Background: an optimization exercise with open tools, aiming at small area and a short achievable clock period. Do not read the settings as production practice. Only simulation tests tie the RTL to the original design; equivalence was not proved. Power and IR drop assume default switching activity.

--- flow/design.v ---
`timescale 1ns/10ps
module CannyEdge(dAddrRegRow, dAddrRegCol, bWE, bCE, InData, OutData,
	OPMode, bOPEnable, dReadReg, dWriteReg, clk, rst_b);
input  [2:0] dAddrRegRow, dAddrRegCol;
input        bWE, bCE;
input  [7:0] InData;
output [7:0] OutData;
reg    [7:0] OutData;
input  [2:0] OPMode;
input        bOPEnable;
input  [3:0] dReadReg, dWriteReg;
input        clk, rst_b;
reg [7:0] x [0:24];
reg [1:0] S;
reg       y6v;           
reg [1:0] y6c;           
reg [1:0] pd;            
reg [7:0] z1;            
reg [7:0] gsum;          
reg [7:0] out_gf, out_grad, gpre, out_nms;
reg [1:0] dpre, out_dir;  
reg       out_bt;
wire wr = !bCE && !bWE;
wire rd = !bCE && bWE;
wire op = bCE && !bOPEnable;
wire op0 = op && S == 2'd0;
wire op1 = op && S == 2'd1;
wire op3 = op && S == 2'd3;
wire [4:0] rdec, cdec;
genvar gi;
generate for (gi = 0; gi < 5; gi = gi + 1) begin : g_dec
	assign rdec[gi] = dAddrRegRow == gi;
	assign cdec[gi] = dAddrRegCol == gi;
end endgenerate
wire [24:0] sel;
generate for (gi = 0; gi < 25; gi = gi + 1) begin : g_sel
	assign sel[gi] = rdec[gi/5] & cdec[gi%5];
end endgenerate
wire [14:0] gs =
	  {7'd0, x[0]} + x[4] + x[20] + x[24]
	+ 3 * ({7'd0, x[1]} + x[3] + x[5] + x[9] + x[15] + x[19] + x[21] + x[23])
	+ 4 * ({7'd0, x[2]} + x[10] + x[14] + x[22])
	+ 7 * ({7'd0, x[6]} + x[8] + x[16] + x[18])
	+ 10 * ({7'd0, x[7]} + x[11] + x[13] + x[17])
	+ 16 * {7'd0, x[12]};
wire [11:0] gx = {4'd0, x[2]} - {4'd0, x[0]} + {3'd0, x[7], 1'b0} - {3'd0, x[5], 1'b0}
	+ {4'd0, x[12]} - {4'd0, x[10]};
wire [11:0] gy = {4'd0, x[0]} + {3'd0, x[1], 1'b0} + {4'd0, x[2]}
	- {4'd0, x[10]} - {3'd0, x[11], 1'b0} - {4'd0, x[12]};
wire [10:0] ax = gx[11] ? -gx : gx;
wire [10:0] ay = gy[11] ? -gy : gy;
wire [10:0] gsumxy = ax + ay;
wire [13:0] b5 = ay * 5;
wire [13:0] a2 = ax * 2;
wire [13:0] a12 = ax * 12;
wire [1:0] dcls = (b5 <= a2) ? 2'd0 :
	(b5 <= a12) ? ((gx[11] == gy[11]) ? 2'd1 : 2'd3) : 2'd2;
reg [7:0] xa, xb;
reg       za, zb;
always @* begin
	case (pd)
	2'd0: begin xa = x[5];  xb = x[7];  za = z1[3]; zb = z1[4]; end
	2'd1: begin xa = x[1];  xb = x[11]; za = z1[1]; zb = z1[6]; end
	2'd2: begin xa = x[2];  xb = x[10]; za = z1[2]; zb = z1[5]; end
	default: begin xa = x[0]; xb = x[12]; za = z1[0]; zb = z1[7]; end
	endcase
end
wire nms_max = x[6] >= xa && x[6] >= xb;
wire nms_zero = op1 && OPMode == 3'd2 && nms_max;
wire [3:0] pdz;    
assign pdz[0] = nms_zero && pd == 2'd0;
assign pdz[1] = nms_zero && pd == 2'd1;
assign pdz[2] = nms_zero && pd == 2'd2;
assign pdz[3] = nms_zero && pd == 2'd3;
reg [7:0] xsel;
integer k;
always @* begin
	xsel = 8'd0;
	for (k = 0; k < 25; k = k + 1)
		xsel = xsel | ({8{sel[k]}} & x[k]);
end
wire hi6 = x[6] >= 8'd15;
wire lo6 = x[6] <= 8'd10;
wire bt = hi6 || (!lo6 && (xa >= 8'd15 || xb >= 8'd15 || za || zb));
always @(posedge clk or negedge rst_b) begin
	if (!rst_b)
		S <= 2'd0;
	else if (bCE) begin
		if (bOPEnable)
			S <= 2'd0;
		else case (OPMode)
			3'd0: if (S[1] == 1'b0) S <= S + 2'd1;
			3'd1: if (S != 2'd3) S <= S + 2'd1;
			3'd2: if (S == 2'd0) S <= 2'd1; else if (S == 2'd1) S <= 2'd0;
			3'd3: if (S == 2'd0) S <= 2'd1;
			default: ;
		endcase
	end
end
wire xw = rst_b && wr && dWriteReg == 4'd0;
wire yw = rst_b && wr && dWriteReg == 4'd1;
wire zw = rst_b && wr && dWriteReg == 4'd2;
generate for (gi = 0; gi < 25; gi = gi + 1) begin : g_x
	wire clr;
	if (gi == 5 || gi == 7) assign clr = pdz[0];
	else if (gi == 1 || gi == 11) assign clr = pdz[1];
	else if (gi == 2 || gi == 10) assign clr = pdz[2];
	else if (gi == 0 || gi == 12) assign clr = pdz[3];
	else assign clr = 1'b0;
	always @(posedge clk)
		if (xw && sel[gi])
			x[gi] <= InData;
		else if (rst_b && clr)
			x[gi] <= 8'd0;
end endgenerate
wire in_is1 = InData == 8'd1;
always @(posedge clk) begin
	if (yw && sel[6]) begin
		y6v <= InData == 8'd0 || InData == 8'd90 || InData == 8'd45 || InData == 8'd135;
		y6c <= {InData == 8'd45 || InData == 8'd135, InData == 8'd90 || InData == 8'd135};
	end
	if (zw && sel[0])  z1[0] <= in_is1;
	if (zw && sel[1])  z1[1] <= in_is1;
	if (zw && sel[2])  z1[2] <= in_is1;
	if (zw && sel[5])  z1[3] <= in_is1;
	if (zw && sel[7])  z1[4] <= in_is1;
	if (zw && sel[10]) z1[5] <= in_is1;
	if (zw && sel[11]) z1[6] <= in_is1;
	if (zw && sel[12]) z1[7] <= in_is1;
end
reg [7:0] dir8;
always @* case (out_dir)
	2'd0: dir8 = 8'd0;
	2'd1: dir8 = 8'd45;
	2'd2: dir8 = 8'd90;
	default: dir8 = 8'd135;
endcase
always @(posedge clk) begin
	if (rst_b) begin
		if (rd) case (dReadReg)
			4'd0: OutData <= out_gf;
			4'd1: OutData <= out_grad;
			4'd2: OutData <= dir8;
			4'd3: OutData <= out_nms;
			4'd4: OutData <= {7'd0, out_bt};
			default: OutData <= 8'd0;
		endcase
		if (op0 && OPMode == 3'd0) gsum <= gs[14:7];
		if (op1 && OPMode == 3'd0) out_gf <= gsum;
		if (op0 && OPMode == 3'd1) begin gpre <= gsumxy[10:3]; dpre <= dcls; end
		if (op1 && OPMode == 3'd1) out_grad <= gpre;
		if (op3 && OPMode == 3'd1) out_dir <= dpre;
		if (op0 && OPMode == 3'd2 && y6v) pd <= y6c;
		if (op0 && OPMode == 3'd3 && y6v) pd <= y6c ^ 2'd1;
		if (op1 && OPMode == 3'd2) out_nms <= nms_max ? xsel : 8'd0;
		if (op1 && OPMode == 3'd3) out_bt <= bt;
	end
end
endmodule
--- flow/config.mk ---
export PLATFORM = sky130hd
export DESIGN_NAME = CannyEdge
export DESIGN_NICKNAME = CannyEdge
export VERILOG_FILES = /design/flow/design.v
export SDC_FILE = /design/flow/constraint.sdc
export NUM_CORES = 4
export LEC_CHECK = 0
export CAP_MARGIN = 20
export CORE_MARGIN = 2
export CORE_UTILIZATION = 40
export PLACE_DENSITY = 0.6
export SLEW_MARGIN = 20
--- flow/constraint.sdc ---
create_clock -name core_clock -period 10.0 [get_ports {clk}]
set_input_delay 2.0000 -clock core_clock [delete_from_list [all_inputs] [get_ports {clk}]]
set_output_delay 2.0000 -clock core_clock [all_outputs]
set_load 0.01 [all_outputs]
--- flow/run.sh ---
#!/bin/bash
# synth_recipe.tcl (not shown) runs the flow's synth.tcl, then flattens the netlist and writes it again
# the make line also repeats each setting of config.mk as NAME=value (left out here)
make -C /OpenROAD-flow-scripts/flow DESIGN_CONFIG=/design/flow/config.mk WORK_HOME=/design/flow/orfs CLKGATE_MAP_FILE= SYNTH_SCRIPT=/design/flow/synth_recipe.tcl finish
==> results_dict.tcl <==
set metrics [dict create \
    outcome "complete, no violations" \
    initial_core_util 0.4053 \
    clock_power_share 0.438 \
    drtPass1Iterations 5 \
    seq_power_share 0.474 \
    p_sw_w 0.0006202 \
    syn_area_per_cell_um2 11.30 \
    cts_tree "yes" \
    syn_inst 2031 \
    power.internal_w 0.001996 \
    r2r_start "x[1][3]" \
    fmax_mhz 113.0 \
    finalSetupTns_ps 0 \
    clk_latency_ps 580 \
    reg2reg_setup_slack_ps 1150 \
    synth_cell_types 72 \
    criticalPathCategory "reg2reg" \
    fin_crit_sh 0.8846 \
    worstSetupStartpoint "x[1][3]" \
    fill_cells 5284 \
    ys.flop_type "edfxtp_1" \
    cp.required_ps 10320 \
    hold_viol 0 \
    drive_gt1_frac 0.06456 \
    dr_total_vias 16130 \
    p_leak_nw 11.12 \
    track_usage 0.2380 \
    finalWirelength_mm 70.10 \
    crit_path_end_kind "register" \
    dpl.hpwl_mm 55.42 \
    cts.sinks 268 \
    cts_setup_buffers 0 \
    wl_per_cell_um 24.36 \
    cp_common_cell "fa_1" \
    crit_slowest_cell "fa_1" \
    maxSlewHeadroom 0.1770 \
    ys_seq_elements 268 \
    clockBufferDepth 3 \
    area_delta_synth_final_pct 11.08 \
    power_density_nw_per_um2 102.6 \
    p_comb_frac 0.088 \
    placement.io_buffers 37 \
    tightestPinTransition_ps 1230 \
    die_width_um 243.5 \
    drv_cap 0 \
    arrival_ps 9170 \
    fin_cells 2878 \
    cts_root_buf "clkbuf_16" \
    h-tree-depth 1 \
    die_h_um 243.5 \
    slowest_delay_ps 560 \
    ant_nets 0 \
    yosysWarnings 2 \
    synth-async-reset-ratio 0.007463 \
    rsz0062_at_grt "false" \
    netlist_area_um2 22940 \
    die-area_um2 59290 \
    antenna_found_initial 1 \
    viasPerCell 5.606 \
    coreArea_um2 56600 \
    setup_viol 0 \
    period_needed_ps 8846 \
    ctsResizeCount 0 \
    gr-total-overflow 0 \
    core.rowCount 87 \
    hold_buffers 0 \
    placed_cells 2819 \
    synth-edff-count 266 \
    n_antenna_cell 0 \
    finalMaxSlewViolations 0 \
    rr_worst_depth 31 \
    finalClockSkew_ps 13.55 \
    grt_max_degree 86 \
    grt_pass1_wl_mm 105.3 \
    synth_nets 2507 \
    cp-start-kind "register" \
    drt-initial-drc-count 1657 \
    ys_seq_area_frac 0.3503 \
    routabilityCongestion 0.9468 \
    path_clk_slew_ps 70 \
    ir_drop_v 0.0001238 \
    worst_hold_slack_ps 421.4 \
    drc 0 \
    pin_count 38 \
    grt_pass1_vias 16840 \
    hp-class "reg2reg" \
    crit_path_end "gsum[6]" \
    crit_path_max_fanout 5 \
    cts_buffers 30 \
    swShare 0.2371 \
    rr_endpoint "gsum[6]" \
    nNetsFinal 2574 \
]
## routing by layer
metal	wire length (um)	vias up	GRT usage
met4	2795	0	0.08268
met3	5422	143	0.03613
met5	0	-	0
met2	31950	725	0.3782
li1	-	7154	-
met1	29930	8112	0.3325
## final cells by class
class                   instances  area [um^2]  share of cell area
multi-input cells            1303        13250              0.5200
inverters                     418         1569             0.06156
clock inverters                22        219.0            0.008591
repair buffers                 77        674.4             0.02646
clock buffers                  34        787.0             0.03088
well taps                     756        945.9             0.03712
flip-flops and latches        268         8038              0.3154
## worst min path at each step
| stage | slack [ps] | depth (start not counted) | to | start |
|---|---|---|---|---|
| 2_1_floorplan | 400 | 0 | out_dir[0] | dpre[0] |
| 3_3_place_gp | 400 | 0 | pd[1] | y6c[1] |
| 3_5_place_dp | 410 | 0 | out_grad[1] | gpre[1] |
| 4_1_cts | 420 | 0 | out_grad[1] | gpre[1] |
| 5_1_grt | 430 | 0 | out_grad[3] | gpre[3] |
| 6_report | 420 | 0 | out_grad[1] | gpre[1] |
## state kept, by name (all words and copies together), names as in the netlist
signal,flops
S,2
pd,2
out_dir,2
x,200
y6v,1
out_gf,8
gpre,8
out_bt,1
gsum,8
out_nms,8
z1,8
out_grad,8
dpre,2
OutData,8
y6c,2
## synth_stat cells, drive strengths merged (8+ instances only)
master / n / share of area
inv: 418 / 0.068
edfxtp: 266 / 0.35
fa: 240 / 0.21
ha: 206 / 0.11
nor2: 106 / 0.017
and3: 74 / 0.020
a22oi: 71 / 0.023
a21oi: 64 / 0.014
xnor2: 61 / 0.024
o21ai: 45 / 0.010
nand2: 39 / 0.0064
clkbuf: 38 / 0.0062
a21o: 33 / 0.011
nand3: 31 / 0.0068
nor3: 27 / 0.0059
xor2: 25 / 0.0095
o21bai: 23 / 0.0075
nor2b: 21 / 0.0057
a211oi: 20 / 0.0068
and2: 19 / 0.0052
mux4: 19 / 0.019
o21a: 15 / 0.0049
nand2b: 13 / 0.0035
nand4: 12 / 0.0033
a31oi: 11 / 0.0030
o31ai: 10 / 0.0033
or3: 10 / 0.0027
a221oi: 9 / 0.0034
a22o: 9 / 0.0034
a21boi: 8 / 0.0026
a222oi: 8 / 0.0035
and4: 8 / 0.0031
## power by group through the flow
stage / combinational [W] / sequential [W] / clock (W)
after global routing: 0.000256 / 0.00124 / 0.00120
after global placement: 0.000219 / 0.00126 / 0
after floorplan: 0.000146 / 0.00126 / 0
final: 0.000230 / 0.00124 / 0.00115
after CTS: 0.000229 / 0.00124 / 0.00116
after detailed placement: 0.000227 / 0.00126 / 0
## cells in the final DEF, fill, tap and decap left out, types with 8 or more instances in the layout
cell	count
clkdlybuf4s50_1	37
buf_4	39
o21bai_1	23
nor2b_1	21
nor3_1	27
mux4_2	19
clkbuf_16	31
a21oi_1	63
edfxtp_1	266
and3_1	74
nand2b_1	13
a22o_1	9
and2_1	18
nand3_1	31
a211oi_1	19
nand4_1	12
a21o_1	33
xnor2_1	60
o21ai_0	38
nor2_2	8
nor2_1	98
fa_1	240
inv_1	418
a222oi_1	8
a31oi_1	11
a221oi_1	9
xor2_1	25
o21a_1	15
ha_1	206
nand2_1	39
or3_1	10
and4_1	8
a22oi_1	71
a21boi_0	8
## worst max-delay path: cells and delay by family, from the launching register on
family                   cells  cell delay (ps)
buffers and inverters        8              570
flip-flops                   1              400
adder cells (fa/ha/maj)     11             5430
AO/OA/AOI/OAI                8             1570
AND/OR/NAND/NOR              3              390
XOR/XNOR                     1              220
## through the flow
| stage | worst slack [ps] | util | total power [W] | cell area (um^2) |
|---|---|---|---|---|
| 2_1_floorplan | 1837 | - | 0.001409 | 22940 |
| 3_3_place_gp | 1314 | 0.4319 | 0.001482 | 24450 |
| 3_5_place_dp | 1170 | 0.4320 | 0.001490 | 24450 |
| 4_1_cts | 1163 | 0.4497 | 0.002624 | 25460 |
| 5_1_grt | 757.2 | 0.4502 | 0.002697 | 25490 |
| 6_report | 1154 | 0.4502 | 0.002616 | 25490 |
## logic make-up after synthesis
logic type	count (synthesis)	synth area share
xor+xnor	87	0.03414
compound gates	359	0.1086
simple gates	390	0.09036
fa+ha+maj	446	0.3217
buf+inv	460	0.07525
mux	21	0.01958
flops	268	0.3503

-- port drivers added, routing unchanged --
In the flow no input, the clock included, has a driving cell. The finished layout below was timed again as built, in two steps. Step 1 (the two cells are an assumption about what drives the block):
set clk [get_ports {clk}]
set_driving_cell -lib_cell sky130_fd_sc_hd__clkbuf_16 $clk
set_driving_cell -lib_cell sky130_fd_sc_hd__buf_2 [delete_from_list [all_inputs] $clk]
Step 2, shift: input delay + t, output delay - t, t = (earliest + latest rising clock arrival at the registers) / 2. This alone moves slack from input paths to output paths. Three values: ideal ports, drivers, drivers and shift; two values: the first two.
t (ns): 0.632
setup slack, ns: 1.154 / 1.154 / 1.154
worst data-port slew with drivers (ns): 0.03
After both steps this run still meets setup and hold. For this run, drivers alone change the setup slack by 0.000 ns; drivers and shift together by 0.000 ns.
